Source: an optimization exercise on an open RTL-to-GDS flow (aim: a short achievable clock period and few clock cycles). Production flows keep margins and buffers that such runs may drop. Only simulation tests tie the RTL to the original design; equivalence was not proved. No activity file was given, so power comes from the tool's default toggle rates.

==> run a <==
Design mips, start of the top module:
module mips (
    input wire clk,
    input wire rst,
    output wire [31:0] imem_addr,
    input  wire [31:0] imem_rdata,
    output wire [31:0] dmem_addr,
    output wire [31:0] dmem_wdata,
    output wire        dmem_we,
    input  wire [31:0] dmem_rdata
);
reg  [31:0] pc_f;       
wire [31:0] pc4_f = pc_f + 32'd4;
wire [31:0] inst_f = imem_rdata;
assign imem_addr = pc_f;
reg         v_d;
reg  [31:0] ir_d;
reg  [31:0] pc4_d;
wire [5:0] op_d  = ir_d[31:26];
wire [4:0] rs_d  = ir_d[25:21];
wire [4:0] rt_d  = ir_d[20:16];
wire [4:0] rd_d  = ir_d[15:11];
wire [5:0] fn_d  = ir_d[5:0];
wire [31:0] imm_d = {{16{ir_d[15]}}, ir_d[15:0]};
wire is_r_d    = (op_d == 6'b000000);
wire is_addi_d = (op_d == 6'b001000);
wire is_lw_d   = (op_d == 6'b100011);
wire is_sw_d   = (op_d == 6'b101011);
wire is_beq_d  = (op_d == 6'b000100) & (rs_d != rt_d);
wire bsl_d     = (op_d == 6'b000100) & (rs_d == rt_d)
               & ~((ir_d[15:5] == 11'd0) | (ir_d[15:5] == 11'h7FF));
wire is_mul_d  = is_r_d & (fn_d == 6'b011100);
wire is_sub_d  = is_r_d & (fn_d == 6'b100010);
wire is_slt_d  = is_r_d & (fn_d == 6'b101010);
wire wr_d      = is_r_d | is_addi_d | is_lw_d;
wire [4:0] wdst_d = is_r_d ? rd_d : rt_d;
wire use_rs_d  = is_r_d | is_addi_d | is_lw_d | is_sw_d | is_beq_d;
wire use_rt_d  = is_r_d | is_sw_d | is_beq_d;
wire isel_d    = is_addi_d | is_lw_d | is_sw_d;
reg         wr_e, ld_e, mul_e, sw_e, sub_e, slt_e;
reg  [4:0]  wdst_e;
reg  [31:0] a_e, b_e, st_e, ma_e, mb_e;
wire [31:0] alu_e;
reg         wr_m, ld_m, mul_m, we_m;
reg  [4:0]  wdst_m;
reg  [31:0] res_m, std_m, s_m, c_m, d_m, da_m;
wire [31:0] val_m;
reg         wr_w;
reg  [4:0]  wdst_w;
reg  [31:0] res_w;
wire [31:0] rf_rs, rf_rt;
register_file RF (
    .A1(rs_d), .A2(rt_d), .A3(wdst_w), .wd3(res_w),
    .clk(clk), .rst(rst), .we3(wr_w),
    .rd1(rf_rs), .rd2(rf_rt)
);
wire he_rs = wr_e & (wdst_e == rs_d);
wire hm_rs = wr_m & (wdst_m == rs_d);
wire hw_rs = wr_w & (wdst_w == rs_d);
  ...
clock: 23.0 ns
lec_check: 0
cap_margin: 20
core_margin: 2
core_utilization: 70
cts_cluster_diameter: 100
cts_cluster_size: 25
slew_margin: 20
synth_hierarchical: 1
standard.sh (not shown) runs the stock make flow with config.mk's settings and CLKGATE_MAP_FILE= SYNTH_SCRIPT=/design/flow/synth_recipe.tcl, a recipe that flattens the netlist after the stock synthesis.
==> flow/flow/run.sh <==
#!/bin/bash
set -euo pipefail
MARGIN=${MARGIN:-17.4}
sed -e "s|CLKGATE_MAP_FILE= |CLKGATE_MAP_FILE= SETUP_SLACK_MARGIN=${MARGIN} 'BUFFER_PORTS_ARGS=-buffer_cell sky130_fd_sc_hd__buf_4' |" standard.sh > standard_margin.sh
bash standard_margin.sh > make_flow.log 2>&1 || { tail -50 make_flow.log; exit 1; }
tail -5 make_flow.log
==> run b: changes against run a <==
--- a/flow/design.v
+++ b/flow/design.v
@@ -1993,15 +1993,16 @@
 module fetch_next (
     input  wire [31:0] inst,    
     input  wire [31:0] pc4,     
     input  wire [23:0] hip,     
     input  wire [23:0] him,     
-    output wire [31:0] nf       
+    input  wire [31:0] pcs,     
+    input  wire        hold,    
+    output wire [31:0] pcx
 );
 wire j  = (inst[31:26] == 6'b000010);
-wire bs = (inst[31:26] == 6'b000100) & (inst[25:21] == inst[20:16])
-        & ((inst[15:5] == {11{1'b0}}) | (inst[15:5] == {11{1'b1}}));
+wire bs = (inst[31:26] == 6'b000100) & (inst[25:21] == inst[20:16]);
 wire [5:0] a = pc4[7:2];
 wire [5:0] b = inst[5:0];
 wire [5:0] p0 = a ^ b;
 wire [5:0] g0 = a & b;
 wire g1_1 = g0[1] | (p0[1] & g0[0]);
@@ -2032,19 +2033,11 @@
 wire [23:0] hi1 = b[5] ? pc4[31:8] : hip;
 wire [23:0] hi0 = b[5] ? him : pc4[31:8];
 wire [23:0] hi = co ? hi1 : hi0;
 wire [31:0] bt = {hi, lo, 2'b00};
 wire [31:0] jt = {pc4[31:28], inst[25:0], 2'b00};
-assign nf = j ? jt : bs ? bt : pc4;
-endmodule
-module pc_mux (
-    input  wire [31:0] nf,
-    input  wire [31:0] early,
-    input  wire        use_f,
-    output wire [31:0] pcx
-);
-assign pcx = use_f ? nf : early;
+assign pcx = (j & ~hold) ? jt : (bs & ~hold) ? bt : pcs;
 endmodule
 module adder (
     input wire [31:0] A,
     input wire [31:0] B,
     output wire [31:0] C
@@ -2183,45 +2176,33 @@
 wire [31:0] fwd_rt = he_rt ? alu_e : hm_rt ? val_m : hw_rt ? res_w : rf_rt;
 wire late_e = ld_e | mul_e;
 wire stall_d = v_d & (
       (use_rs_d & he_rs & late_e)
     | (use_rt_d & he_rt & late_e));
-wire late_m = ld_m | mul_m;
-wire [31:0] cmp_rs = hm_rs ? res_m : hw_rs ? res_w : rf_rs;
-wire [31:0] cmp_rt = hm_rt ? res_m : hw_rt ? res_w : rf_rt;
-wire        dres_d = is_beq_d & ~(hm_rs & ~he_rs & late_m) & ~(hm_rt & ~he_rt & late_m)
-                   & ~((he_rs | he_rt) & slt_e);
-wire [31:0] k_d    = he_rs ? cmp_rt : cmp_rs;
-wire [31:0] bx_e   = b_e ^ {32{sub_e}};
-wire [31:0] cfs_d  = a_e ^ bx_e ^ k_d;
-wire [31:0] cfc_d  = {(a_e[30:0] & bx_e[30:0]) | ((a_e[30:0] | bx_e[30:0]) & ~k_d[30:0]), sub_e};
-wire        eq_d   = (he_rs | he_rt) ? (cfs_d == cfc_d) : (cmp_rs == cmp_rt);
-wire        taken_d = v_d & dres_d & ~stall_d & eq_d;
 reg         beq_e;
 reg  [31:0] bt_e;
 wire        taken_e = beq_e & (a_e == b_e);
 wire [31:0] bt_d    = pc4_d + {imm_d[29:0], 2'b00};
 wire stall_f = stall_d & ~taken_e;
 wire go_d = v_d & ~stall_d & ~taken_e;
-wire        redir_d = (v_d & bsl_d) | taken_d;
+wire        tkd_d  = v_d & bsl_d;
 reg         booted;
-wire        use_f   = booted & ~taken_e & ~redir_d & ~stall_d;
-wire [31:0] early_f = ~booted ? 32'd0 : taken_e ? bt_e : redir_d ? bt_d : pc_f;
-wire [31:0] nf_f, pcx_f;
+wire        hold_f = taken_e | tkd_d | stall_d | ~booted;
+wire [31:0] pcs_f  = ~booted ? 32'd0 : taken_e ? bt_e : tkd_d ? bt_d : stall_d ? pc_f : pc4_f;
+wire [31:0] pcx_f;
 fetch_next FN (
     .inst(inst_f), .pc4(pc4_f),
     .hip(pc4_f[31:8] + 24'd1), .him(pc4_f[31:8] - 24'd1),
-    .nf(nf_f)
+    .pcs(pcs_f), .hold(hold_f), .pcx(pcx_f)
 );
-pc_mux PM (.nf(nf_f), .early(early_f), .use_f(use_f), .pcx(pcx_f));
 always @(posedge clk or negedge rst) begin
     if (!rst) begin
         v_d    <= 1'b0;
         booted <= 1'b0;
     end else begin
         booted <= 1'b1;
-        if (taken_e | redir_d | ~booted)
+        if (taken_e | tkd_d | ~booted)
             v_d <= 1'b0;
         else if (!stall_d)
             v_d <= 1'b1;
     end
 end
@@ -2239,11 +2220,11 @@
         ld_e  <= 1'b0;
         mul_e <= 1'b0;
         sw_e  <= 1'b0;
         beq_e <= 1'b0;
     end else begin
-        beq_e <= go_d & is_beq_d & ~dres_d;
+        beq_e <= go_d & is_beq_d;
         wr_e  <= go_d & wr_d;
         ld_e  <= go_d & is_lw_d;
         mul_e <= go_d & is_mul_d;
         sw_e  <= go_d & is_sw_d;
     end
- CORE_UTILIZATION: 70 -> 85
==> run c: changes against run a <==
--- a/flow/design.v
+++ b/flow/design.v
@@ -1993,15 +1993,16 @@
 module fetch_next (
     input  wire [31:0] inst,    
     input  wire [31:0] pc4,     
     input  wire [23:0] hip,     
     input  wire [23:0] him,     
-    output wire [31:0] nf       
+    input  wire [31:0] pcs,     
+    input  wire        hold,    
+    output wire [31:0] pcx
 );
 wire j  = (inst[31:26] == 6'b000010);
-wire bs = (inst[31:26] == 6'b000100) & (inst[25:21] == inst[20:16])
-        & ((inst[15:5] == {11{1'b0}}) | (inst[15:5] == {11{1'b1}}));
+wire bs = (inst[31:26] == 6'b000100) & (inst[25:21] == inst[20:16]);
 wire [5:0] a = pc4[7:2];
 wire [5:0] b = inst[5:0];
 wire [5:0] p0 = a ^ b;
 wire [5:0] g0 = a & b;
 wire g1_1 = g0[1] | (p0[1] & g0[0]);
@@ -2032,19 +2033,19 @@
 wire [23:0] hi1 = b[5] ? pc4[31:8] : hip;
 wire [23:0] hi0 = b[5] ? him : pc4[31:8];
 wire [23:0] hi = co ? hi1 : hi0;
 wire [31:0] bt = {hi, lo, 2'b00};
 wire [31:0] jt = {pc4[31:28], inst[25:0], 2'b00};
-assign nf = j ? jt : bs ? bt : pc4;
+assign pcx = (j & ~hold) ? jt : (bs & ~hold) ? bt : pcs;
 endmodule
-module pc_mux (
-    input  wire [31:0] nf,
-    input  wire [31:0] early,
-    input  wire        use_f,
+module pc_fin (
+    input  wire [31:0] pn,
+    input  wire [31:0] bt,
+    input  wire        td,
     output wire [31:0] pcx
 );
-assign pcx = use_f ? nf : early;
+assign pcx = td ? bt : pn;
 endmodule
 module adder (
     input wire [31:0] A,
     input wire [31:0] B,
     output wire [31:0] C
@@ -2200,28 +2201,28 @@
 reg  [31:0] bt_e;
 wire        taken_e = beq_e & (a_e == b_e);
 wire [31:0] bt_d    = pc4_d + {imm_d[29:0], 2'b00};
 wire stall_f = stall_d & ~taken_e;
 wire go_d = v_d & ~stall_d & ~taken_e;
-wire        redir_d = (v_d & bsl_d) | taken_d;
+wire        tkd_d  = v_d & bsl_d;
 reg         booted;
-wire        use_f   = booted & ~taken_e & ~redir_d & ~stall_d;
-wire [31:0] early_f = ~booted ? 32'd0 : taken_e ? bt_e : redir_d ? bt_d : pc_f;
-wire [31:0] nf_f, pcx_f;
+wire        hold_f = taken_e | tkd_d | stall_d | ~booted;
+wire [31:0] pcs_f  = ~booted ? 32'd0 : taken_e ? bt_e : tkd_d ? bt_d : stall_d ? pc_f : pc4_f;
+wire [31:0] pcn_f, pcx_f;
 fetch_next FN (
     .inst(inst_f), .pc4(pc4_f),
     .hip(pc4_f[31:8] + 24'd1), .him(pc4_f[31:8] - 24'd1),
-    .nf(nf_f)
+    .pcs(pcs_f), .hold(hold_f), .pcx(pcn_f)
 );
-pc_mux PM (.nf(nf_f), .early(early_f), .use_f(use_f), .pcx(pcx_f));
+pc_fin PF (.pn(pcn_f), .bt(bt_d), .td(taken_d & ~taken_e), .pcx(pcx_f));
 always @(posedge clk or negedge rst) begin
     if (!rst) begin
         v_d    <= 1'b0;
         booted <= 1'b0;
     end else begin
         booted <= 1'b1;
-        if (taken_e | redir_d | ~booted)
+        if (taken_e | tkd_d | taken_d | ~booted)
             v_d <= 1'b0;
         else if (!stall_d)
             v_d <= 1'b1;
     end
 end
==> run d: changes against run a <==
--- a/flow/design.v
+++ b/flow/design.v
@@ -1993,11 +1993,13 @@
 module fetch_next (
     input  wire [31:0] inst,    
     input  wire [31:0] pc4,     
     input  wire [23:0] hip,     
     input  wire [23:0] him,     
-    output wire [31:0] nf       
+    input  wire [31:0] pcs,     
+    input  wire        hold,    
+    output wire [31:0] pcx
 );
 wire j  = (inst[31:26] == 6'b000010);
 wire bs = (inst[31:26] == 6'b000100) & (inst[25:21] == inst[20:16])
         & ((inst[15:5] == {11{1'b0}}) | (inst[15:5] == {11{1'b1}}));
 wire [5:0] a = pc4[7:2];
@@ -2032,19 +2034,11 @@
 wire [23:0] hi1 = b[5] ? pc4[31:8] : hip;
 wire [23:0] hi0 = b[5] ? him : pc4[31:8];
 wire [23:0] hi = co ? hi1 : hi0;
 wire [31:0] bt = {hi, lo, 2'b00};
 wire [31:0] jt = {pc4[31:28], inst[25:0], 2'b00};
-assign nf = j ? jt : bs ? bt : pc4;
-endmodule
-module pc_mux (
-    input  wire [31:0] nf,
-    input  wire [31:0] early,
-    input  wire        use_f,
-    output wire [31:0] pcx
-);
-assign pcx = use_f ? nf : early;
+assign pcx = (j & ~hold) ? jt : (bs & ~hold) ? bt : pcs;
 endmodule
 module adder (
     input wire [31:0] A,
     input wire [31:0] B,
     output wire [31:0] C
@@ -2126,14 +2120,15 @@
     output wire [31:0] dmem_addr,
     output wire [31:0] dmem_wdata,
     output wire        dmem_we,
     input  wire [31:0] dmem_rdata
 );
-reg  [31:0] pc_f;       
+reg  [31:0] pc_f;
 wire [31:0] pc4_f = pc_f + 32'd4;
 wire [31:0] inst_f = imem_rdata;
-assign imem_addr = pc_f;
+reg  [31:0] pc_o;
+assign imem_addr = pc_o;
 reg         v_d;
 reg  [31:0] ir_d;
 reg  [31:0] pc4_d;
 wire [5:0] op_d  = ir_d[31:26];
 wire [4:0] rs_d  = ir_d[25:21];
@@ -2183,52 +2178,42 @@
 wire [31:0] fwd_rt = he_rt ? alu_e : hm_rt ? val_m : hw_rt ? res_w : rf_rt;
 wire late_e = ld_e | mul_e;
 wire stall_d = v_d & (
       (use_rs_d & he_rs & late_e)
     | (use_rt_d & he_rt & late_e));
-wire late_m = ld_m | mul_m;
-wire [31:0] cmp_rs = hm_rs ? res_m : hw_rs ? res_w : rf_rs;
-wire [31:0] cmp_rt = hm_rt ? res_m : hw_rt ? res_w : rf_rt;
-wire        dres_d = is_beq_d & ~(hm_rs & ~he_rs & late_m) & ~(hm_rt & ~he_rt & late_m)
-                   & ~((he_rs | he_rt) & slt_e);
-wire [31:0] k_d    = he_rs ? cmp_rt : cmp_rs;
-wire [31:0] bx_e   = b_e ^ {32{sub_e}};
-wire [31:0] cfs_d  = a_e ^ bx_e ^ k_d;
-wire [31:0] cfc_d  = {(a_e[30:0] & bx_e[30:0]) | ((a_e[30:0] | bx_e[30:0]) & ~k_d[30:0]), sub_e};
-wire        eq_d   = (he_rs | he_rt) ? (cfs_d == cfc_d) : (cmp_rs == cmp_rt);
-wire        taken_d = v_d & dres_d & ~stall_d & eq_d;
 reg         beq_e;
 reg  [31:0] bt_e;
 wire        taken_e = beq_e & (a_e == b_e);
 wire [31:0] bt_d    = pc4_d + {imm_d[29:0], 2'b00};
 wire stall_f = stall_d & ~taken_e;
 wire go_d = v_d & ~stall_d & ~taken_e;
-wire        redir_d = (v_d & bsl_d) | taken_d;
+wire        tkd_d  = v_d & bsl_d;
 reg         booted;
-wire        use_f   = booted & ~taken_e & ~redir_d & ~stall_d;
-wire [31:0] early_f = ~booted ? 32'd0 : taken_e ? bt_e : redir_d ? bt_d : pc_f;
-wire [31:0] nf_f, pcx_f;
+wire        hold_f = taken_e | tkd_d | stall_d | ~booted;
+wire [31:0] pcs_f  = ~booted ? 32'd0 : taken_e ? bt_e : tkd_d ? bt_d : stall_d ? pc_f : pc4_f;
+wire [31:0] pcx_f;
 fetch_next FN (
     .inst(inst_f), .pc4(pc4_f),
     .hip(pc4_f[31:8] + 24'd1), .him(pc4_f[31:8] - 24'd1),
-    .nf(nf_f)
+    .pcs(pcs_f), .hold(hold_f), .pcx(pcx_f)
 );
-pc_mux PM (.nf(nf_f), .early(early_f), .use_f(use_f), .pcx(pcx_f));
 always @(posedge clk or negedge rst) begin
     if (!rst) begin
+        pc_f   <= 32'd0;
         v_d    <= 1'b0;
         booted <= 1'b0;
     end else begin
         booted <= 1'b1;
-        if (taken_e | redir_d | ~booted)
+        pc_f <= pcx_f;
+        if (taken_e | tkd_d | ~booted)
             v_d <= 1'b0;
         else if (!stall_d)
             v_d <= 1'b1;
     end
 end
 always @(posedge clk)
-    pc_f <= pcx_f;
+    pc_o <= pcx_f;
 always @(posedge clk) begin
     if (!stall_f) begin
         ir_d  <= inst_f;
         pc4_d <= pc4_f;
     end
@@ -2239,11 +2224,11 @@
         ld_e  <= 1'b0;
         mul_e <= 1'b0;
         sw_e  <= 1'b0;
         beq_e <= 1'b0;
     end else begin
-        beq_e <= go_d & is_beq_d & ~dres_d;
+        beq_e <= go_d & is_beq_d;
         wr_e  <= go_d & wr_d;
         ld_e  <= go_d & is_lw_d;
         mul_e <= go_d & is_mul_d;
         sw_e  <= go_d & is_sw_d;
     end
==> qor summary <==
| metric | run d | run c | run a | run b |
|---|---|---|---|---|
| Number of max-slew violations in the final report | 0 | 0 | 0 | - |
| Drc violations | 0 | 0 | 0 | - |
| Met2 wire len | 132000 um | 146000 um | 149000 um | - |
| Xor-xnor portion of the synthesized cell area | 0.0279 | 0.0363 | 0.0331 | 0.0290 |
| Non-clock buffer area fraction after layout | 0.0356 | 0.0525 | 0.0650 | - |
| Mapped Cells | 7543 | 7880 | 7828 | 7479 |
| Max reg flops | 1024 | 1024 | 1024 | - |
| Pin slew with the least headroom to its limit | 1.12 ns | 1.19 ns | 1.28 ns | - |
| Layout inverter count without the clock tree | 513 | 516 | 548 | - |
| Placed cell area | 95800 um2 | 97900 um2 | 97800 um2 | 94400 um2 |
| Int Power | 4.16 mW | 4.21 mW | 4.27 mW | - |
| Run status | complete, no violations | complete, no violations | complete, no violations | stopped before the end |
| Stage where the flow stopped | - | - | - | global routing |
| Switching share of power | 0.260 | 0.275 | 0.287 | - |
| Last element of the critical path | pc_o[4] | pc_f[27] | pc_f[8] | - |
| Critical Path End Type | flip-flop | flip-flop | flip-flop | - |
| Sequential cell area fraction in the yosys report | 0.485 | 0.465 | 0.465 | 0.481 |
| Post-route setup slack | 17.07 ns | 17.08 ns | 16.85 ns | - |
| Clock transition at the registers of the reported paths | 0.10 ns | 0.10 ns | 0.11 ns | - |
| Maximum VDD drop | 0.0000972 V | 0.0000726 V | 0.0000879 V | - |
| Crit path buffers/inverters | 4 | 4 | 4 | - |
| Post-detailed-routing wire length | 299000 um | 334000 um | 354000 um | - |
| Die boundary height | 370 um | 374 um | 374 um | 335 um |
| Number of instances in the placed design | 9053 | 9381 | 9324 | 8626 |
| Number of library cell types mapped by synthesis | 114 | 114 | 103 | 109 |
| Reported clock group power | 1.63 mW | 1.64 mW | 1.68 mW | - |
| Worst reg-to-reg path cell count | 18 | 20 | 27 | - |
Testbench counts of run a, summed over its fixed seeds: cycles 36,926.
Testbench counts of run b, summed over its fixed seeds: cycles 37,690.
Testbench counts of run c, summed over its fixed seeds: cycles 36,926.
Testbench counts of run d, summed over its fixed seeds: cycles 37,690.

[static timing again, ports no longer ideal]
How much do the figures lean on ideal ports? The routed layouts below were timed once more, with nothing changed but the port constraints. Step 1 sets driving cells, clkbuf_16 on the clock port and buf_2 on the other inputs (assumed; they add their load-dependent delay and slew). Step 2 also shifts input and output timing later by t, the mid clock arrival at the registers, as if the neighbouring blocks saw the same clock. Slacks: no drivers / after step 1 / after step 2; pairs: no drivers / after step 1.
| run | t, ns | setup slack, ns | slew at the worst register clock pin (ns) | worst slew at a driven data input, ns | pins driven straight from the clock port |
|---|---|---|---|---|---|
| run a | 0.875 | 16.852 / 16.896 / 16.022 | 0.12 / 0.12 | 0.12 | 1 |
| run c | 0.821 | 17.076 / 17.055 / 16.291 | 0.12 / 0.12 | 0.19 | 1 |
| run d | 0.817 | 17.073 / 17.043 / 16.315 | 0.11 / 0.11 | 0.25 | 1 |
After both steps setup and hold are still met in every run listed. The setup slack of run a, which loses most, moves by +0.044 ns with the drivers and by -0.830 ns with both steps.
